What follows belongs to an exercise in optimizing a design on an open flow for small area, a short achievable clock period and few clock cycles per item; a production flow would make more cautious choices.
The RTL of this run was laid out without a check of its function.

==> flow/design.v <==
module INV_IP (
    input  [5:0] p,
    input  [4:0] x,
    output [5:0] y
);
    wire n0;
    wire n1;
    wire n2;
    wire n3;
    wire n4;
    wire n5;
    wire n6;
    wire n7;
    wire n8;
    wire n9;
    wire n10;
    wire n11;
    wire n12;
    wire n13;
    wire n14;
    wire n15;
    wire n16;
    wire n17;
    wire n18;
    wire n19;
    wire n20;
    wire n21;
    wire n22;
    wire n23;
    wire n24;
    wire n25;
    wire n26;
    wire n27;
    wire n28;
    wire n29;
    wire n30;
    wire n31;
    wire n32;
    wire n33;
    wire n34;
    wire n35;
    wire n36;
    wire n37;
    wire n38;
    wire n39;
    wire n40;
    wire n41;
    wire n42;
    wire n43;
    wire n44;
    wire n45;
    wire n46;
    wire n47;
    wire n48;
    wire n49;
    wire n50;
    wire n51;
    wire n52;
    wire n53;
    wire n54;
    wire n55;
    wire n56;
    wire n57;
    wire n58;
    wire n59;
    wire n60;
    wire n61;
    wire n62;
    wire n63;
    wire n64;
    wire n65;
    wire n66;
    wire n67;
    wire n68;
    wire n69;
    wire n70;
    wire n71;
    wire n72;
    wire n73;
    wire n74;
    wire n75;
    wire n76;
    wire n77;
    wire n78;
    wire n79;
    wire n80;
    wire n81;
    wire n82;
    wire n83;
    wire n84;
    wire n85;
    wire n86;
    wire n87;
    wire n88;
    wire n89;
    wire n90;
    wire n91;
    wire n92;
    wire n93;
    wire n94;
    wire n95;
    wire n96;
    wire n97;
    wire n98;
    wire n99;
    wire n100;
    wire n101;
    wire n102;
    wire n103;
    wire n104;
    wire n105;
    wire n106;
    wire n107;
    wire n108;
    wire n109;
    wire n110;
    wire n111;
    wire n112;
    wire n113;
    wire n114;
    wire n115;
    wire n116;
    wire n117;
    wire n118;
    wire n119;
    wire n120;
    wire n121;
    wire n122;
    wire n123;
    wire n124;
    wire n125;
    wire n126;
    wire n127;
    wire n128;
    wire n129;
    wire n130;
    wire n131;
    wire n132;
    wire n133;
    wire n134;
    wire n135;
    wire n136;
    wire n137;
    wire n138;
    wire n139;
    wire n140;
    wire n141;
    wire n142;
    wire n143;
    wire n144;
    wire n145;
    wire n146;
    wire n147;
    wire n148;
    wire n149;
    wire n150;
    wire n151;
    wire n152;
    wire n153;
    wire n154;
    wire n155;
    wire n156;
    wire n157;
    wire n158;
    wire n159;
    wire n160;
    wire n161;
    wire n162;
    wire n163;
    wire n164;
    wire n165;
    wire n166;
    wire n167;
    wire n168;
    wire n169;
    wire n170;
    wire n171;
    wire n172;
    wire n173;
    wire n174;
    wire n175;
    wire n176;
    wire n177;
    wire n178;
    wire n179;
    wire n180;
    wire n181;
    wire n182;
    wire n183;
    wire n184;
    wire n185;
    wire n186;
    wire n187;
    wire n188;
    wire n189;
    wire n190;
    wire n191;
    wire n192;
    wire n193;
    wire n194;
    wire n195;
    wire n196;
    wire n197;
    wire n198;
    wire n199;
    wire n200;
    wire n201;
    wire n202;
    wire n203;
    wire n204;
    wire n205;
    wire n206;
    wire n207;
    wire n208;
    wire n209;
    wire n210;
    wire n211;
    wire n212;
    wire n213;
    wire n214;
    wire n215;
    wire n216;
    wire n217;
    wire n218;
    wire n219;
    wire n220;
    wire n221;
    wire n222;
    wire n223;
    wire n224;
    wire n225;
    wire n226;
    wire n227;
    wire n228;
    wire n229;
    wire n230;
    wire n231;
    wire n232;
    wire n233;
    wire n234;
    wire n235;
    wire n236;
    wire n237;
    wire n238;
    wire n239;
    wire n240;
    wire n241;
    wire n242;
    wire n243;
    wire n244;
    wire n245;
    wire n246;
    wire n247;
    wire n248;
    wire n249;
    wire n250;
    wire n251;
    wire n252;
    wire n253;
    wire n254;
    wire n255;
    wire n256;
    wire n257;
    wire n258;
    wire n259;
    wire n260;
    wire n261;
    wire n262;
    wire n263;
    wire n264;
    wire n265;
    wire n266;
    wire n267;
    wire n268;
    wire n269;
    wire n270;
    wire n271;
    wire n272;
    wire n273;
    wire n274;
    wire n275;
    wire n276;
    wire n277;
    wire n278;
    wire n279;
    wire n280;
    wire n281;
    wire n282;
    wire n283;
    wire n284;
    wire n285;
    wire n286;
    wire n287;
    wire n288;
    wire n289;
    wire n290;
    wire n291;
    wire n292;
    wire n293;
    wire n294;
    wire n295;
    wire n296;
    wire n297;
    wire n298;
    wire n299;
    wire n300;
    wire n301;
    wire n302;
    wire n303;
    wire n304;
    wire n305;
    wire n306;
    wire n307;
    wire n308;
    wire n309;
    wire n310;
    wire n311;
    wire n312;
    wire n313;
    wire n314;
    wire n315;
    wire n316;
    wire n317;
    wire n318;
    wire n319;
    wire n320;
    wire n321;
    wire n322;
    wire n323;
    wire n324;
    wire n325;
    wire n326;
    wire n327;
    wire n328;
    wire n329;
    wire n330;
    wire n331;
    wire n332;
    wire n333;
    wire n334;
    wire n335;
    wire n336;
    wire n337;
    wire n338;
    wire n339;
    wire n340;
    wire n341;
    wire n342;
    wire n343;
    wire n344;
    wire n345;
    wire n346;
    wire n347;
    wire n348;
    wire n349;
    wire n350;
    wire n351;
    wire n352;
    wire n353;
    wire n354;
    wire n355;
    wire n356;
    wire n357;
    wire n358;
    wire n359;
    wire n360;
    wire n361;
    wire n362;
    wire n363;
    wire n364;
    wire n365;
    wire n366;
    wire n367;
    wire n368;
    wire n369;
    wire n370;
    wire n371;
    wire n372;
    wire n373;
    wire n374;
    wire n375;
    wire n376;
    wire n377;
    wire n378;
    wire n379;
    wire n380;
    wire n381;
    wire n382;
    wire n383;
    wire n384;
    wire n385;
    wire n386;
    wire n387;
    wire n388;
    wire n389;
    wire n390;
    wire n391;
    wire n392;
    wire n393;
    wire n394;
    wire n395;
    wire n396;
    wire n397;
    wire n398;
    wire n399;
    wire n400;
    wire n401;
    wire n402;
    wire n403;
    wire n404;
    wire n405;
    wire n406;
    wire n407;
    wire n408;
    wire n409;
    wire n410;
    wire n411;
    wire n412;
    wire n413;
    wire n414;
    wire n415;
    wire n416;
    wire n417;
    wire n418;
    wire n419;
    wire n420;
    wire n421;
    wire n422;
    wire n423;
    wire n424;
    wire n425;
    wire n426;
    wire n427;
    wire n428;
    wire n429;
    wire n430;
    wire n431;
    wire n432;
    wire n433;
    wire n434;
    wire n435;
    wire n436;
    wire n437;
    wire n438;
    wire n439;
    wire n440;
    wire n441;
    wire n442;
    wire n443;
    wire n444;
    wire n445;
    wire n446;
    wire n447;
    wire n448;
    wire n449;
    wire n450;
    wire n451;
    wire n452;
    wire n453;
    wire n454;
    wire n455;
    wire n456;
    wire n457;
    wire n458;
    wire n459;
    wire n460;
    wire n461;
    wire n462;
    wire n463;
    wire n464;
    wire n465;
    wire n466;
    wire n467;
    wire n468;
    wire n469;
    wire n470;
    wire n471;
    wire n472;
    wire n473;
    wire n474;
    wire n475;
    wire n476;
    wire n477;
    wire n478;
    wire n479;
    wire n480;
    wire n481;
    wire n482;
    wire n483;
    wire n484;
    wire n485;
    wire n486;
    wire n487;
    wire n488;
    wire n489;
    wire n490;
    wire n491;
    wire n492;
    wire n493;
    wire n494;
    wire n495;
    wire n496;
    wire n497;
    wire n498;
    wire n499;
    wire n500;
    wire n501;
    wire n502;
    wire n503;
    assign n0 = (p[0] & p[1]);
    assign n1 = (~p[3] & n0);
    assign n2 = (~x[2] & ~x[3]);
    assign n3 = (~p[2] & ~n2);
    assign n4 = (~p[2] & x[1]);
    assign n5 = (~n3 & ~n4);
    assign n6 = (n1 & ~n5);
    assign n7 = (~x[0] & n6);
    assign n8 = (p[0] & p[2]);
    assign n9 = (p[3] & n8);
    assign n10 = (~x[0] & ~x[1]);
    assign n11 = (x[2] & n10);
    assign n12 = (n9 & n11);
    assign n13 = (x[0] & x[1]);
    assign n14 = (~x[0] & x[2]);
    assign n15 = (~n13 & ~n14);
    assign n16 = (~p[2] & n0);
    assign n17 = (~x[0] & x[1]);
    assign n18 = (~p[3] & ~n17);
    assign n19 = (n16 & n18);
    assign n20 = (n15 & n19);
    assign n21 = (~n12 & ~n20);
    assign n22 = (x[0] & x[2]);
    assign n23 = (n1 & n22);
    assign n24 = (n21 & n23);
    assign n25 = (~n7 & ~n24);
    assign n26 = (~x[1] & ~n25);
    assign n27 = (~p[1] & n9);
    assign n28 = (x[0] & ~x[2]);
    assign n29 = (~x[3] & n17);
    assign n30 = (x[2] & n29);
    assign n31 = (~n28 & ~n30);
    assign n32 = (x[0] & ~x[1]);
    assign n33 = (~x[2] & x[3]);
    assign n34 = (~n32 & ~n33);
    assign n35 = (n31 & n34);
    assign n36 = (n27 & ~n35);
    assign n37 = (~x[1] & ~x[3]);
    assign n38 = (~n14 & n37);
    assign n39 = (n9 & n38);
    assign n40 = (~n36 & ~n39);
    assign n41 = (p[4] & ~p[5]);
    assign n42 = (p[2] & n0);
    assign n43 = (n2 & n13);
    assign n44 = (n42 & n43);
    assign n45 = (n41 & ~n44);
    assign n46 = (p[0] & ~p[2]);
    assign n47 = (~p[1] & ~p[3]);
    assign n48 = (n46 & n47);
    assign n49 = (p[3] & n42);
    assign n50 = (~n48 & ~n49);
    assign n51 = (x[1] & x[2]);
    assign n52 = (x[0] & ~x[3]);
    assign n53 = (~n51 & ~n52);
    assign n54 = (x[2] & ~x[3]);
    assign n55 = (~x[1] & ~n54);
    assign n56 = (n53 & ~n55);
    assign n57 = (~n2 & ~n56);
    assign n58 = (~n9 & ~n57);
    assign n59 = (x[0] & x[3]);
    assign n60 = (~x[2] & n59);
    assign n61 = (n13 & n54);
    assign n62 = (~n60 & ~n61);
    assign n63 = (~n17 & ~n32);
    assign n64 = (x[2] & x[3]);
    assign n65 = (n63 & n64);
    assign n66 = (n62 & ~n65);
    assign n67 = (~n58 & n66);
    assign n68 = (~n50 & ~n67);
    assign n69 = (n45 & ~n68);
    assign n70 = (n40 & n69);
    assign n71 = (~n26 & n70);
    assign n72 = (~p[1] & n8);
    assign n73 = (~p[3] & n72);
    assign n74 = (~x[3] & x[4]);
    assign n75 = (~x[3] & ~x[4]);
    assign n76 = (x[2] & n75);
    assign n77 = (~x[2] & ~n75);
    assign n78 = (~n76 & ~n77);
    assign n79 = (~n74 & n78);
    assign n80 = (n17 & n79);
    assign n81 = (n13 & n74);
    assign n82 = (~x[4] & n17);
    assign n83 = (x[4] & n32);
    assign n84 = (n33 & ~n83);
    assign n85 = (~n82 & n84);
    assign n86 = (~n81 & ~n85);
    assign n87 = (~n80 & n86);
    assign n88 = (n73 & ~n87);
    assign n89 = (~x[2] & n17);
    assign n90 = (~x[3] & n89);
    assign n91 = (n27 & ~n90);
    assign n92 = (~x[4] & n32);
    assign n93 = (n33 & n92);
    assign n94 = (x[1] & ~x[4]);
    assign n95 = (n2 & n94);
    assign n96 = (~n11 & ~n82);
    assign n97 = (~n95 & n96);
    assign n98 = (~n93 & n97);
    assign n99 = (n91 & n98);
    assign n100 = (p[4] & p[5]);
    assign n101 = (p[3] & n16);
    assign n102 = (~n13 & n54);
    assign n103 = (~n43 & ~n102);
    assign n104 = (x[3] & ~n22);
    assign n105 = (~n10 & ~n104);
    assign n106 = (n103 & n105);
    assign n107 = (~x[1] & ~x[2]);
    assign n108 = (~n59 & ~n107);
    assign n109 = (~x[4] & ~n108);
    assign n110 = (x[1] & n75);
    assign n111 = (~n109 & ~n110);
    assign n112 = (~n106 & n111);
    assign n113 = (n101 & ~n112);
    assign n114 = (n100 & ~n113);
    assign n115 = (~n99 & n114);
    assign n116 = (~n88 & n115);
    assign n117 = (~x[3] & n83);
    assign n118 = (p[3] & ~n117);
    assign n119 = (x[2] & ~n74);
    assign n120 = (~n29 & n119);
    assign n121 = (n42 & ~n120);
    assign n122 = (~n90 & n121);
    assign n123 = (n118 & n122);
    assign n124 = (~p[4] & p[5]);
    assign n125 = (~n123 & n124);
    assign n126 = (~x[1] & n75);
    assign n127 = (~n22 & n126);
    assign n128 = (p[1] & ~n127);
    assign n129 = (x[4] & n89);
    assign n130 = (x[1] & n33);
    assign n131 = (p[3] & n46);
    assign n132 = (~x[1] & x[3]);
    assign n133 = (x[2] & n132);
    assign n134 = (n131 & ~n133);
    assign n135 = (~n130 & n134);
    assign n136 = (~n129 & n135);
    assign n137 = (n128 & n136);
    assign n138 = (~p[1] & n131);
    assign n139 = (n33 & n63);
    assign n140 = (~n102 & ~n139);
    assign n141 = (~n10 & ~n140);
    assign n142 = (n138 & ~n141);
    assign n143 = (n10 & ~n33);
    assign n144 = (n62 & ~n143);
    assign n145 = (~x[4] & n107);
    assign n146 = (~x[3] & n145);
    assign n147 = (n144 & ~n146);
    assign n148 = (n73 & ~n147);
    assign n149 = (~n142 & ~n148);
    assign n150 = (~n137 & n149);
    assign n151 = (n125 & n150);
    assign n152 = (~p[4] & ~p[5]);
    assign n153 = (p[3] & x[1]);
    assign n154 = (n16 & n153);
    assign n155 = (~n27 & ~n154);
    assign n156 = (p[2] & ~n13);
    assign n157 = (~n155 & ~n156);
    assign n158 = (n152 & ~n157);
    assign n159 = (n8 & n18);
    assign n160 = (n158 & ~n159);
    assign n161 = (~n151 & ~n160);
    assign n162 = (~n116 & n161);
    assign y[0] = (~n71 & n162);
    assign n163 = (p[3] & ~x[0]);
    assign n164 = (n13 & n49);
    assign n165 = (~n163 & ~n164);
    assign n166 = (n33 & ~n165);
    assign n167 = (~n138 & ~n166);
    assign n168 = (~n0 & n33);
    assign n169 = (x[2] & n13);
    assign n170 = (~n168 & ~n169);
    assign n171 = (~n90 & n170);
    assign n172 = (~n127 & n171);
    assign n173 = (~n167 & n172);
    assign n174 = (~x[0] & n74);
    assign n175 = (~x[2] & n174);
    assign n176 = (~x[2] & n13);
    assign n177 = (x[2] & n32);
    assign n178 = (~n64 & ~n177);
    assign n179 = (~n176 & n178);
    assign n180 = (n73 & n179);
    assign n181 = (~n175 & n180);
    assign n182 = (n124 & ~n181);
    assign n183 = (~x[4] & n176);
    assign n184 = (x[3] & n22);
    assign n185 = (~n54 & ~n74);
    assign n186 = (~x[1] & ~n185);
    assign n187 = (~n184 & ~n186);
    assign n188 = (~n183 & n187);
    assign n189 = (n49 & ~n188);
    assign n190 = (n54 & n83);
    assign n191 = (x[2] & ~n75);
    assign n192 = (n10 & ~n191);
    assign n193 = (n28 & n75);
    assign n194 = (~n169 & ~n193);
    assign n195 = (~n192 & n194);
    assign n196 = (~n190 & n195);
    assign n197 = (n101 & ~n196);
    assign n198 = (~n189 & ~n197);
    assign n199 = (n182 & n198);
    assign n200 = (~n173 & n199);
    assign n201 = (x[4] & ~n155);
    assign n202 = (n27 & n37);
    assign n203 = (x[3] & ~n92);
    assign n204 = (n101 & ~n203);
    assign n205 = (~n202 & ~n204);
    assign n206 = (~n201 & n205);
    assign n207 = (~x[2] & ~n17);
    assign n208 = (~n206 & n207);
    assign n209 = (x[2] & n72);
    assign n210 = (x[4] & n17);
    assign n211 = (~x[4] & n10);
    assign n212 = (~n52 & ~n211);
    assign n213 = (~n210 & n212);
    assign n214 = (p[3] & ~n213);
    assign n215 = (n13 & n75);
    assign n216 = (~n214 & ~n215);
    assign n217 = (n209 & ~n216);
    assign n218 = (n37 & n101);
    assign n219 = (~n73 & ~n218);
    assign n220 = (~x[0] & n33);
    assign n221 = (n53 & ~n220);
    assign n222 = (~n145 & ~n221);
    assign n223 = (~n219 & ~n222);
    assign n224 = (n100 & ~n223);
    assign n225 = (~n217 & n224);
    assign n226 = (~n208 & n225);
    assign n227 = (~n153 & ~n163);
    assign n228 = (~n18 & n227);
    assign n229 = (n72 & ~n228);
    assign n230 = (~n16 & ~n229);
    assign n231 = (n163 & ~n209);
    assign n232 = (~n230 & ~n231);
    assign n233 = (n101 & n107);
    assign n234 = (n152 & ~n233);
    assign n235 = (~n232 & n234);
    assign n236 = (~x[3] & n22);
    assign n237 = (~x[0] & n64);
    assign n238 = (~n236 & ~n237);
    assign n239 = (n91 & n238);
    assign n240 = (x[1] & n54);
    assign n241 = (~n60 & ~n240);
    assign n242 = (n9 & ~n241);
    assign n243 = (~n6 & ~n242);
    assign n244 = (~n239 & n243);
    assign n245 = (~n13 & ~n244);
    assign n246 = (p[2] & n139);
    assign n247 = (~n51 & ~n246);
    assign n248 = (n1 & ~n247);
    assign n249 = (~n15 & n48);
    assign n250 = (n41 & ~n249);
    assign n251 = (~n248 & n250);
    assign n252 = (~n245 & n251);
    assign n253 = (~n235 & ~n252);
    assign n254 = (~n226 & n253);
    assign y[1] = (~n200 & n254);
    assign n255 = (~n22 & n153);
    assign n256 = (n103 & ~n255);
    assign n257 = (~x[4] & ~n29);
    assign n258 = (~n256 & ~n257);
    assign n259 = (n118 & ~n133);
    assign n260 = (~x[1] & x[2]);
    assign n261 = (~n74 & ~n176);
    assign n262 = (~n260 & ~n261);
    assign n263 = (x[4] & n130);
    assign n264 = (~n83 & ~n236);
    assign n265 = (~n263 & n264);
    assign n266 = (~n191 & n265);
    assign n267 = (~n262 & n266);
    assign n268 = (~p[3] & ~n267);
    assign n269 = (~n259 & ~n268);
    assign n270 = (~n258 & ~n269);
    assign n271 = (n72 & ~n270);
    assign n272 = (~n31 & ~n83);
    assign n273 = (n32 & n64);
    assign n274 = (~n146 & ~n273);
    assign n275 = (~x[4] & n240);
    assign n276 = (n84 & ~n145);
    assign n277 = (~n275 & ~n276);
    assign n278 = (n274 & n277);
    assign n279 = (~n272 & n278);
    assign n280 = (n101 & ~n279);
    assign n281 = (n100 & ~n280);
    assign n282 = (~n271 & n281);
    assign n283 = (~n83 & ~n132);
    assign n284 = (~n108 & ~n283);
    assign n285 = (n73 & ~n284);
    assign n286 = (x[3] & n32);
    assign n287 = (x[2] & n74);
    assign n288 = (~n286 & ~n287);
    assign n289 = (~n2 & ~n13);
    assign n290 = (n288 & n289);
    assign n291 = (n96 & ~n290);
    assign n292 = (n49 & ~n291);
    assign n293 = (~n285 & ~n292);
    assign n294 = (~n240 & ~n293);
    assign n295 = (~n138 & ~n164);
    assign n296 = (~n54 & ~n130);
    assign n297 = (n4 & ~n296);
    assign n298 = (n5 & n74);
    assign n299 = (~n174 & ~n220);
    assign n300 = (~n273 & n299);
    assign n301 = (~n298 & n300);
    assign n302 = (~n297 & n301);
    assign n303 = (~n295 & ~n302);
    assign n304 = (~n14 & ~n215);
    assign n305 = (n288 & n304);
    assign n306 = (n101 & ~n305);
    assign n307 = (n124 & ~n306);
    assign n308 = (~n303 & n307);
    assign n309 = (~n294 & n308);
    assign n310 = (x[1] & n1);
    assign n311 = (n72 & ~n107);
    assign n312 = (~n310 & ~n311);
    assign n313 = (~n232 & ~n312);
    assign n314 = (n158 & ~n313);
    assign n315 = (~n64 & ~n132);
    assign n316 = (p[1] & ~n315);
    assign n317 = (n104 & n144);
    assign n318 = (~n316 & ~n317);
    assign n319 = (n9 & ~n318);
    assign n320 = (~n10 & n33);
    assign n321 = (~n11 & n156);
    assign n322 = (~n3 & ~n321);
    assign n323 = (~n320 & ~n322);
    assign n324 = (n1 & ~n323);
    assign n325 = (n27 & n56);
    assign n326 = (n48 & ~n51);
    assign n327 = (~n207 & n326);
    assign n328 = (n45 & ~n327);
    assign n329 = (~n325 & n328);
    assign n330 = (~n324 & n329);
    assign n331 = (~n319 & n330);
    assign n332 = (~n314 & ~n331);
    assign n333 = (~n309 & n332);
    assign y[2] = (~n282 & n333);
    assign n334 = (n128 & ~n190);
    assign n335 = (~x[0] & ~n79);
    assign n336 = (~p[4] & ~n43);
    assign n337 = (~n335 & n336);
    assign n338 = (~n334 & ~n337);
    assign n339 = (p[4] & x[4]);
    assign n340 = (n13 & n339);
    assign n341 = (n131 & ~n340);
    assign n342 = (~n338 & n341);
    assign n343 = (n33 & ~n63);
    assign n344 = (~x[4] & n343);
    assign n345 = (~n51 & ~n344);
    assign n346 = (n342 & n345);
    assign n347 = (~n65 & ~n126);
    assign n348 = (~p[3] & ~n347);
    assign n349 = (~n59 & ~n74);
    assign n350 = (n228 & ~n349);
    assign n351 = (~n74 & ~n82);
    assign n352 = (p[3] & x[2]);
    assign n353 = (~n351 & n352);
    assign n354 = (~n145 & ~n193);
    assign n355 = (~n343 & n354);
    assign n356 = (~n353 & n355);
    assign n357 = (~n350 & n356);
    assign n358 = (~n348 & n357);
    assign n359 = (n72 & ~n358);
    assign n360 = (n100 & ~n359);
    assign n361 = (~n346 & n360);
    assign n362 = (n79 & ~n176);
    assign n363 = (~n83 & ~n362);
    assign n364 = (p[1] & ~n363);
    assign n365 = (~n184 & ~n286);
    assign n366 = (~n364 & n365);
    assign n367 = (n342 & n366);
    assign n368 = (~n29 & ~n174);
    assign n369 = (n140 & n368);
    assign n370 = (n73 & ~n369);
    assign n371 = (n49 & ~n183);
    assign n372 = (~n89 & n104);
    assign n373 = (~n190 & ~n372);
    assign n374 = (n371 & n373);
    assign n375 = (n124 & ~n374);
    assign n376 = (~n370 & n375);
    assign n377 = (~n367 & n376);
    assign n378 = (~n48 & n296);
    assign n379 = (n10 & n33);
    assign n380 = (~n176 & ~n379);
    assign n381 = (~n50 & n380);
    assign n382 = (~n378 & n381);
    assign n383 = (x[1] & n2);
    assign n384 = (~n60 & ~n383);
    assign n385 = (~n49 & ~n384);
    assign n386 = (n42 & n385);
    assign n387 = (n27 & ~n289);
    assign n388 = (n9 & n184);
    assign n389 = (n41 & ~n388);
    assign n390 = (~n387 & n389);
    assign n391 = (n21 & n390);
    assign n392 = (~n386 & n391);
    assign n393 = (~n382 & n392);
    assign n394 = (~n89 & n321);
    assign n395 = (n27 & n394);
    assign n396 = (n10 & n101);
    assign n397 = (n234 & ~n396);
    assign n398 = (~n395 & n397);
    assign n399 = (~n393 & ~n398);
    assign n400 = (~n377 & n399);
    assign y[3] = (~n361 & n400);
    assign n401 = (n40 & ~n42);
    assign n402 = (~n61 & ~n132);
    assign n403 = (~n11 & n402);
    assign n404 = (n49 & n107);
    assign n405 = (~n385 & ~n404);
    assign n406 = (n403 & n405);
    assign n407 = (~n401 & n406);
    assign n408 = (~x[0] & ~n54);
    assign n409 = (n27 & n408);
    assign n410 = (~n394 & n409);
    assign n411 = (n48 & n379);
    assign n412 = (~p[5] & ~n411);
    assign n413 = (~n410 & n412);
    assign n414 = (~n24 & n413);
    assign n415 = (~n407 & n414);
    assign n416 = (~x[1] & ~n74);
    assign n417 = (x[1] & n74);
    assign n418 = (~n416 & ~n417);
    assign n419 = (n22 & ~n418);
    assign n420 = (~n132 & ~n417);
    assign n421 = (n14 & ~n420);
    assign n422 = (~n368 & ~n421);
    assign n423 = (~n419 & ~n422);
    assign n424 = (p[5] & n49);
    assign n425 = (~n423 & n424);
    assign n426 = (~x[0] & n76);
    assign n427 = (n17 & n33);
    assign n428 = (~n273 & ~n427);
    assign n429 = (~n175 & n428);
    assign n430 = (~n426 & n429);
    assign n431 = (n101 & ~n430);
    assign n432 = (~n33 & ~n55);
    assign n433 = (n138 & n432);
    assign n434 = (n212 & n433);
    assign n435 = (~n108 & n416);
    assign n436 = (n384 & ~n435);
    assign n437 = (n73 & ~n436);
    assign n438 = (n154 & ~n185);
    assign n439 = (~p[4] & ~n438);
    assign n440 = (~n437 & n439);
    assign n441 = (~n434 & n440);
    assign n442 = (~n431 & n441);
    assign n443 = (~n425 & n442);
    assign n444 = (~n11 & ~n240);
    assign n445 = (x[4] & ~n444);
    assign n446 = (~n215 & ~n445);
    assign n447 = (p[3] & ~n446);
    assign n448 = (~x[4] & ~n163);
    assign n449 = (x[4] & n163);
    assign n450 = (n320 & ~n449);
    assign n451 = (~n448 & n450);
    assign n452 = (n76 & ~n153);
    assign n453 = (~p[3] & n59);
    assign n454 = (n22 & ~n83);
    assign n455 = (~n453 & ~n454);
    assign n456 = (~n452 & n455);
    assign n457 = (~n451 & n456);
    assign n458 = (~n447 & n457);
    assign n459 = (n13 & ~n74);
    assign n460 = (~p[3] & n459);
    assign n461 = (n72 & ~n460);
    assign n462 = (~n458 & n461);
    assign n463 = (n63 & n418);
    assign n464 = (~n95 & n101);
    assign n465 = (n265 & n464);
    assign n466 = (~n463 & n465);
    assign n467 = (n100 & ~n466);
    assign n468 = (~n462 & n467);
    assign n469 = (~n443 & ~n468);
    assign y[4] = (~n415 & n469);
    assign n470 = (n408 & n418);
    assign n471 = (~n64 & n289);
    assign n472 = (~n264 & n471);
    assign n473 = (p[3] & ~n472);
    assign n474 = (~n470 & n473);
    assign n475 = (~p[3] & ~n273);
    assign n476 = (~n262 & n475);
    assign n477 = (~n474 & ~n476);
    assign n478 = (~n190 & ~n477);
    assign n479 = (n72 & ~n478);
    assign n480 = (x[4] & ~n403);
    assign n481 = (~x[4] & n220);
    assign n482 = (n101 & ~n481);
    assign n483 = (n274 & n482);
    assign n484 = (~n480 & n483);
    assign n485 = (p[4] & ~n484);
    assign n486 = (~n479 & n485);
    assign n487 = (~n88 & ~n101);
    assign n488 = (~n117 & ~n237);
    assign n489 = (~n487 & ~n488);
    assign n490 = (x[1] & ~n77);
    assign n491 = (n49 & ~n490);
    assign n492 = (~n180 & ~n491);
    assign n493 = (x[0] & ~n416);
    assign n494 = (~n492 & n493);
    assign n495 = (n63 & ~n459);
    assign n496 = (n138 & n495);
    assign n497 = (~n78 & n496);
    assign n498 = (n49 & n421);
    assign n499 = (~p[4] & ~n498);
    assign n500 = (~n497 & n499);
    assign n501 = (~n494 & n500);
    assign n502 = (~n489 & n501);
    assign n503 = (p[5] & ~n502);
    assign y[5] = (~n486 & n503);
endmodule
module EC_TOP(
    clk, rst_n, in_valid,
    in_Px, in_Py, in_Qx, in_Qy, in_prime, in_a,
    out_valid, out_Rx, out_Ry
);
    input clk, rst_n, in_valid;
    input [6-1:0] in_Px, in_Py, in_Qx, in_Qy, in_prime, in_a;
    output reg out_valid;
    output reg [6-1:0] out_Rx, out_Ry;
    reg [5:0] ry;                
    reg c1, c2, c3, c4;
    always @(posedge clk or negedge rst_n) begin
        if (!rst_n) begin
            c1 <= 1'b0; c2 <= 1'b0; c3 <= 1'b0; c4 <= 1'b0; out_valid <= 1'b0;
        end else begin
            c1 <= in_valid;
            c2 <= c1;
            c3 <= c2;
            c4 <= c3;
            out_valid <= c4;
        end
    end
    wire      in_dbl = (in_Px == in_Qx);
    reg [5:0] p, px, qx, npy;
    always @(posedge clk) begin
        if (in_valid) begin
            p   <= in_prime;
            px  <= in_Px;
            qx  <= in_Qx;
            npy <= in_prime - in_Py;
        end
    end
    reg [5:0] cq;                
    reg       dbl, cadd;         
    always @(posedge clk) begin
        cq   <= in_valid ? (in_dbl ? in_a : in_Qy) : c4 ? (p - npy) : 6'd0;
        dbl  <= in_dbl;
        cadd <= in_valid & !in_dbl;
    end
    wire [7:0] d    = dbl ? ({2'b0, p} - {1'b0, npy, 1'b0}) : ({2'b0, qx} - {2'b0, px});
    wire       dneg = d[7];
    wire [5:0] dabs = dneg ? (6'd0 - d[5:0]) : d[5:0];
    wire [6:0] dcmp = {1'b0, p} - {dabs, 1'b0};         
    wire       fold = dcmp[6];
    wire [5:0] xh   = fold ? (p - dabs) : dabs;
    wire [5:0] jh;
    INV_IP u_inv (.p(p), .x(xh[4:0]), .y(jh));
    wire [5:0] jv   = (dneg ^ fold) ? (p - jh) : jh;
    reg  [7:0] ra;               
    reg  [5:0] rb;               
    wire [7:0] k3a = {1'b0, p, 1'b0};
    wire [7:0] k3b = {2'b11, ~px};
    wire [7:0] k3c = {2'b11, ~qx};
    wire [7:0] k3s;
    EC_RCA #(8) u_k3 (.a(k3a ^ k3b ^ k3c), .b({((k3a & k3b) | (k3a & k3c) | (k3b & k3c)), 1'b1}),
                      .ci(1'b1), .s(k3s));
    wire [7:0] k3m;
    EC_RCA #(8) u_k3m (.a(k3s), .b(~{2'b0, p}), .ci(1'b1), .s(k3m));
    wire [6:0] k3  = k3m[7] ? k3s[6:0] : k3m[6:0];
    wire [7:0] mk  = c3 ? {1'b0, k3} : (c4 & yq[6]) ? ra : 8'd0;
    wire [7:0] ya  = {2'b0, px};
    wire [7:0] yb  = {2'b0, p};
    wire [5:0] rx  = {rb[5:1], ~(rb[0] ^ px[0])};        
    wire [7:0] yc  = {2'b11, ~rx};
    wire [7:0] yq;
    EC_RCA #(8) u_yq (.a(ya ^ yb ^ yc), .b({((ya & yb) | (ya & yc) | (yb & yc)), 1'b0}),
                      .ci(1'b1), .s(yq));
    wire [5:0] my  = {c4 ? yq[5:1] : rb[5:1], rb[0]};
    wire [8:0] sa [0:6];
    wire [8:0] sb [0:6];
    assign sa[0] = {3'b0, cq};
    assign sb[0] = {3'b0, cadd ? npy : 6'd0};
    genvar i;
    generate
        for (i = 0; i < 6; i = i + 1) begin : it
            wire [8:0] v3 = my[i] ? {1'b0, ra} : 9'd0;
            wire       m  = sa[i][0] ^ sb[i][0] ^ v3[0];
            wire [8:0] v4 = m ? {3'b0, p} : 9'd0;
            wire [8:0] s1 = sa[i] ^ sb[i] ^ v3;
            wire [8:0] k1 = (sa[i] & sb[i]) | (sa[i] & v3) | (sb[i] & v3);
            wire [8:0] c1s = {k1[7:0], 1'b0};
            wire [8:0] s2 = s1 ^ c1s ^ v4;
            wire [8:0] k2 = (s1 & c1s) | (s1 & v4) | (c1s & v4);
            assign sa[i+1] = {1'b0, s2[8:1]};
            assign sb[i+1] = k2;
        end
    endgenerate
    wire [8:0] ua  = sa[6];
    wire [8:0] ub  = sb[6];
    wire [8:0] uk  = {1'b0, mk};
    wire [8:0] np1;                                         
    EC_RCA #(9) u_np1 (.a(~{3'b0, p}), .b(9'd0), .ci(1'b1), .s(np1));
    wire [8:0] np2 = {np1[7:0], 1'b0};
    wire [8:0] a1  = ua ^ ub ^ uk;
    wire [8:0] b1  = {((ua[7:0] & ub[7:0]) | (ua[7:0] & uk[7:0]) | (ub[7:0] & uk[7:0])), 1'b0};
    wire [8:0] r0  = a1 + b1;
    wire [8:0] r1  = (a1 ^ b1 ^ np1) + {((a1[7:0] & b1[7:0]) | (a1[7:0] & np1[7:0]) | (b1[7:0] & np1[7:0])), 1'b0};
    wire [8:0] r2  = (a1 ^ b1 ^ np2) + {((a1[7:0] & b1[7:0]) | (a1[7:0] & np2[7:0]) | (b1[7:0] & np2[7:0])), 1'b0};
    wire [6:0] rsel = !r2[8] ? r2[6:0] : !r1[8] ? r1[6:0] : r0[6:0];    
    wire [5:0] res = rsel[5:0];
    wire [6:0] e1 = {1'b0, ra[5:0]};
    wire [7:0] g1 = {e1, 1'b0} - {2'b0, p};
    wire [5:0] f1 = g1[7] ? {e1[4:0], 1'b0} : g1[5:0];
    wire [7:0] g2 = {1'b0, f1, 1'b0} - {2'b0, p};
    wire [5:0] f2 = g2[7] ? {f1[4:0], 1'b0} : g2[5:0];
    wire [7:0] g3 = {1'b0, f2, 1'b0} - {2'b0, p};
    wire [5:0] f3 = g3[7] ? {f2[4:0], 1'b0} : g3[5:0];
    wire [7:0] ra_o = in_valid ? ({2'b0, in_Px} + {1'b0, in_Px, 1'b0}) : {2'b0, f3};
    wire [5:0] rb_o = in_valid ? (in_dbl ? in_Px : 6'd0) : jv;
    always @(posedge clk) begin
        ra <= (c1 | c2) ? {1'b0, rsel} : ra_o;
        rb[5:1] <= (c2 | c3) ? res[5:1] : rb_o[5:1];
        rb[0]   <= c2 ? res[0] : c3 ? ~(px[0] ^ res[0]) : rb_o[0];
        ry <= res;
        out_Rx <= rx;
    end
    wire [6:0] oy0 = {1'b0, ry} + {1'b0, npy};
    wire [6:0] oy1 = {1'b0, ry} - {1'b0, cq};
    always @(*) out_Ry = oy1[6] ? oy0[5:0] : oy1[5:0];
endmodule
module EC_RCA #(parameter W = 8) (
    input  [W-1:0] a,
    input  [W-1:0] b,
    input          ci,
    output [W-1:0] s
);
    wire [W:0] c;
    assign c[0] = ci;
    genvar k;
    generate
        for (k = 0; k < W; k = k + 1) begin : bit_
            assign s[k]   = a[k] ^ b[k] ^ c[k];
            assign c[k+1] = (a[k] & b[k]) | (a[k] & c[k]) | (b[k] & c[k]);
        end
    endgenerate
endmodule
==> flow/flow/run.sh <==
#!/bin/bash
set -euo pipefail
TARGET_NS=$(cat flow/target_ns)
MARGIN=$(python3 -c "print(round(${FLOW_PERIOD_NS} - ${TARGET_NS}, 3))")
echo "export SETUP_SLACK_MARGIN = ${MARGIN}" >> config.mk
echo "export BUFFER_PORTS_ARGS = -buffer_cell sky130_fd_sc_hd__buf_1" >> config.mk
bash standard.sh > standard_make.log 2>&1
==> flow/flow/target_ns <==
11.2
==> flow/standard.sh <==
#!/bin/bash
# synth_recipe.tcl (not shown) runs the flow's synth.tcl, then flattens the netlist and writes it again
# the make line also repeats each setting of config.mk as NAME=value (left out here)
make -C /OpenROAD-flow-scripts/flow DESIGN_CONFIG=/design/flow/config.mk WORK_HOME=/design/flow/orfs CLKGATE_MAP_FILE= SYNTH_SCRIPT=/design/flow/synth_recipe.tcl "${@:-finish}"
==> flow/config.mk <==
export PLATFORM = sky130hd
export DESIGN_NAME = EC_TOP
export DESIGN_NICKNAME = EC_TOP
export VERILOG_FILES = /design/flow/design.v
export SDC_FILE = /design/flow/constraint.sdc
export NUM_CORES = 4
export LEC_CHECK = 0
export ABC_AREA = 1
export CAP_MARGIN = 20
export CORE_MARGIN = 2
export CORE_UTILIZATION = 55
export CTS_BUF_LIST = sky130_fd_sc_hd__clkbuf_8
export SLEW_MARGIN = 20
export SETUP_SLACK_MARGIN = 32.8
export BUFFER_PORTS_ARGS = -buffer_cell sky130_fd_sc_hd__buf_1
==> flow/constraint.sdc <==
create_clock -name core_clock -period 44.0 [get_ports {clk}]
set_input_delay 8.8000 -clock core_clock [delete_from_list [all_inputs] [get_ports {clk}]]
set_output_delay 8.8000 -clock core_clock [all_outputs]
set_load 0.01 [all_outputs]
==> summary.txt <==
The average cell area after synthesis is 7.166 µm², and the count of flip-flops with a built-in enable after synthesis is 24. In this run the clock root is driven by a sky130_fd_sc_hd__clkbuf_8. The count of fill cells added during filler insertion is 2,024. Tracing the worst setup path back leads to its startpoint at p[1]. By startpoint and endpoint, the worst setup path is classified as reg -> reg. The flow ran to the end and the layout has no timing, DRC or antenna violations. For this configuration, the core starts out at a cell density of 55.45%.

Number of max-cap violations: 0. The run gives 12,450 µm² as the placed standard-cell area. Compared with the post-synthesis result, the final layout area differs by 11.07%. Predominant post-synthesis flop cell: sky130_fd_sc_hd__dfxtp_1.

The number of sinks on the clock net is 63. Entering global routing, the biggest net connects 39 pins. The H-tree was split into 3 levels.

After detailed routing, the average wire length per cell comes to 20.58 µm. Registers take 1541 µm². The multi-input combinational cells in the finished layout cover a total of 9269 µm².

Synthesis produced a netlist with a net count of 1,963. After routing the design area is 13,320 µm². Synthesis instantiated 59 different standard cells from the library. After detailed routing, the number of remaining DRC violations is 0. For the synthesized instance count, the log shows 1,673. For this run, the total global-route usage over all layers was measured as 37.07%. The proportion of layout cells with a drive suffix above 1 was 12.78%; the minimum setup slack among reg-to-reg paths was 32.36 ns. The run gives 0.39 ns as the latest clock arrival within the worst-skew pair.

The core region is 21,620 µm². Of all flip-flops after synthesis, the portion carrying an async set or reset was 7.937%. In this run the most critical hold path is launched from c1. The run gives 2,054 as the number of nets at the end of the flow. The die extent in y was 151.6 µm; the hold violation count in the final report was 0. The detailed router placed 11,760 vias in this run.

The wire-length estimate of the detail-placed layout is 32.59 mm.

The first TritonRoute pass finished after 6 iterations. The number of cells on the worst hold path came out at 0. The depth of the worst register-to-register path is 56, and the count of boundary I/O pins is 52. The number of global-route vias before repair is 11,120. For the total inserted antenna cells, the log shows 0. Top fanout value on the critical path: 4. The startpoint class of the critical path is a register. The startpoint identified for the worst register-to-register timing path is p[1].

The die area came out at 22,990 µm². Hold buffer count at cts: 0. The type of the most critical hold path was reg -> reg. The cell with the biggest individual delay on the critical path was sky130_fd_sc_hd__fa_1.

The count of nets left with antenna violations after detail routing is 0, and the ratio of routed vias to standard cells is 5.741. The most used cell along the critical path was sky130_fd_sc_hd__fa_1. For the worst setup skew after layout, the log shows 0.01362 ns. For this run, the number of Yosys warnings is 3. Clock tree synthesis inserted a total of 9 buffers. Headroom to the max-slew limit came out at 37.56%.

The run gives 0 as the total grt overflow. The congestion estimate from routability-driven global placement came to 0.9965.

The tools report the register area share after synthesis as 12.73%. No sink is reached through more buffers than the 2 on the longest clock path. Clock-pin slew was measured on the worst setup and hold paths at 0.09 ns. The count of input and output buffers was 51. TritonCTS built the clock tree. The total count of max-transition violations in the final report was 0; the number of antenna violations at the first check in global routing was 0.

Setup repair after global routing could not meet its margin everywhere. For the total negative setup slack, the log shows 0 ns. Summed over all layers, the routed wires come to 42.18 mm. For the pin with the worst max-slew slack, the measured transition is 0.9332 ns. The flip-flop and latch count after synthesis is 63, and the peak clock frequency supported by timing is 85.88 MHz.

The endpoint kind of the worst setup timing path is a register. The delay of the slowest critical-path stage was 0.60 ns. The logs give 0 for the number of setup violations in the final report and 44.31 ns for the required time at the worst-slack endpoint. The floorplan step set the die width to 151.6 µm.

The signal arrival time at the worst endpoint is 11.95 ns, and the global-route wire length before repair is 62.90 mm. The number of design-rule violations left by the first detailed-router iteration was 1,143; the total standard cell area after synthesis was 11,990 µm². The floorplan row count came out at 54. The worst path uses 26.46% of the clock period.

The worst path needs 11.64 ns of the cycle, external delays included.
==> metal layers <==
layer | share of wire [%] | GRT usage, %
met5 | 0 | 0
met4 | 4.0 | 15.05
met3 | 11 | 9.701
met2 | 44 | 56.19
met1 | 41 | 50.47
==> cell families (layout without fill, tap and decap cells) <==
kind of cell               count (synthesis)  after routing  share of synthesized area (%)
buffers and inverters                    364            459                          11.94
adders and majority gates                251            251                          34.34
AOI/OAI and AO/OA                        247            247                          11.99
xor gates and xnor gates                  57             57                          4.164
DFF                                       63             63                          12.73
muxes                                      2              2                         0.1670
and+or+nand+nor                          689            690                          24.67
==> layout by cell type (no fill, tap or decap), types with 8 or more instances in the layout <==
| cell | instances |
|---|---|
| sky130_fd_sc_hd__nand2_1 | 368 |
| sky130_fd_sc_hd__inv_1 | 297 |
| sky130_fd_sc_hd__nor2_1 | 125 |
| sky130_fd_sc_hd__fa_1 | 125 |
| sky130_fd_sc_hd__ha_1 | 116 |
| sky130_fd_sc_hd__nand3_1 | 105 |
| sky130_fd_sc_hd__a21oi_1 | 72 |
| sky130_fd_sc_hd__o21ai_0 | 65 |
| sky130_fd_sc_hd__buf_4 | 53 |
| sky130_fd_sc_hd__buf_1 | 45 |
| sky130_fd_sc_hd__xor2_1 | 37 |
| sky130_fd_sc_hd__nand2_2 | 29 |
| sky130_fd_sc_hd__inv_2 | 26 |
| sky130_fd_sc_hd__o21ai_1 | 26 |
| sky130_fd_sc_hd__dfxtp_1 | 26 |
| sky130_fd_sc_hd__edfxtp_1 | 24 |
| sky130_fd_sc_hd__xnor2_1 | 19 |
| sky130_fd_sc_hd__a31oi_1 | 11 |
| sky130_fd_sc_hd__o21ai_2 | 10 |
| sky130_fd_sc_hd__nor2_2 | 10 |
| sky130_fd_sc_hd__o211ai_1 | 10 |
| sky130_fd_sc_hd__a21oi_2 | 9 |
| sky130_fd_sc_hd__nand4_1 | 9 |
| sky130_fd_sc_hd__clkbuf_8 | 9 |
| sky130_fd_sc_hd__nand2_4 | 8 |
| sky130_fd_sc_hd__nand3_2 | 8 |
==> stage by stage <==
step / hold slack (ns) / cells / worst slack, ns / utilization (%)
after floorplan: 0.3546 / 1673 / 32.82 / -
after CTS: 0.3853 / 2022 / 32.69 / 59.84
after global placement: 0.3735 / 1983 / 31.81 / 57.59
after detailed placement: 0.3655 / 1983 / 31.55 / 57.59
after global routing: 0.3981 / 2049 / 31.82 / 61.59
final: 0.3847 / 2049 / 32.36 / 61.59
==> cells in the mapped netlist, drive strengths merged, types with 4 or more instances <==
cell       n  area (µm²)
nand2    405        1608
inv      329        1237
nor2     139       546.8
fa       130        2603
ha       121        1514
nand3    114       613.1
o21ai    101       520.5
a21oi     81       416.7
xor2      38       332.8
dfxtp     34       680.7
edfxtp    24       720.7
xnor2     19       166.4
clkbuf    17       65.06
buf       15       117.6
a31oi     11       68.82
o211ai    10       75.07
nand4      9       56.30
or2        9       56.31
nor3       7       35.03
a211oi     5       37.54
dfrtp      5       125.1
o21a       5       37.54
o21bai     5       37.54
o31ai      5       37.54
o2111ai    4       35.03
o221ai     4       35.03
==> layout make-up <==
type                            count  area share, %
Inverter                          332          9.509
Sequential cell                    63          11.58
Tap cell                          280          2.631
Multi-Input combinational cell   1247          69.60
Timing Repair Buffer              111          5.140
Clock buffer                        9         0.9302
Clock inverter                      7         0.6107
==> path summary, 6_finish.rpt <==
check                       endpoint
min reg2reg                       c2
min in group asynchronous  out_valid
max reg2reg                    rb[0]
max                            rb[0]
min                               c2
max in group asynchronous         c2
==> state kept, by name (all words and copies together), names as in the netlist <==
signal     count
dbl            1
rb             6
c3             1
out_Rx         6
qx             6
c2             1
c4             1
px             6
ry             6
p              6
npy            6
out_valid      1
cadd           1
ra             8
cq             6
c1             1
==> critical path, delay by kind of cell, from the launching register on <==
family,cells,cell delay (ns)
simple gates,14,1.16
buf+inv,20,1.37
mux,1,0.23
flops,1,0.38
compound gates,6,0.72
fa+ha+maj,15,7.69
==> repair_timing <==
item,in CTS,in global routing
pin swaps,16,47
endpoints found under the setup margin,25,25
cloned,1,1
gates resized for setup,49,64
endpoints found under the hold margin,0,0
setup buffers,22,26

## re-timing with driven ports
In the flow no input, the clock included, has a driving cell. The finished layout below was timed again as built, in two steps. Step 1 assumes that a clkbuf_16 drives the clock port and a buf_2 every other input. Step 2 adds t to the input delays and takes it off the output delays; t is the mean of the earliest and latest rising clock arrival at the registers after step 1. Input paths then give back, and output paths get back, about the clock's delay inside the block. Slacks: no drivers / after step 1 / after step 2; pairs: no drivers / after step 1.
shift t [ns]: 0.419
setup WS [ns]: 32.356 / 32.356 / 32.356
worst hold slack (ns): 0.385 / 0.385 / 0.385
latest minus earliest clock arrival (ns): 0.016 / 0.015
worst register clock-pin slew, ns: 0.10 / 0.10
After both steps this run still meets setup and hold. For this run, drivers alone change the setup slack by 0.000 ns; drivers and shift together by 0.000 ns.
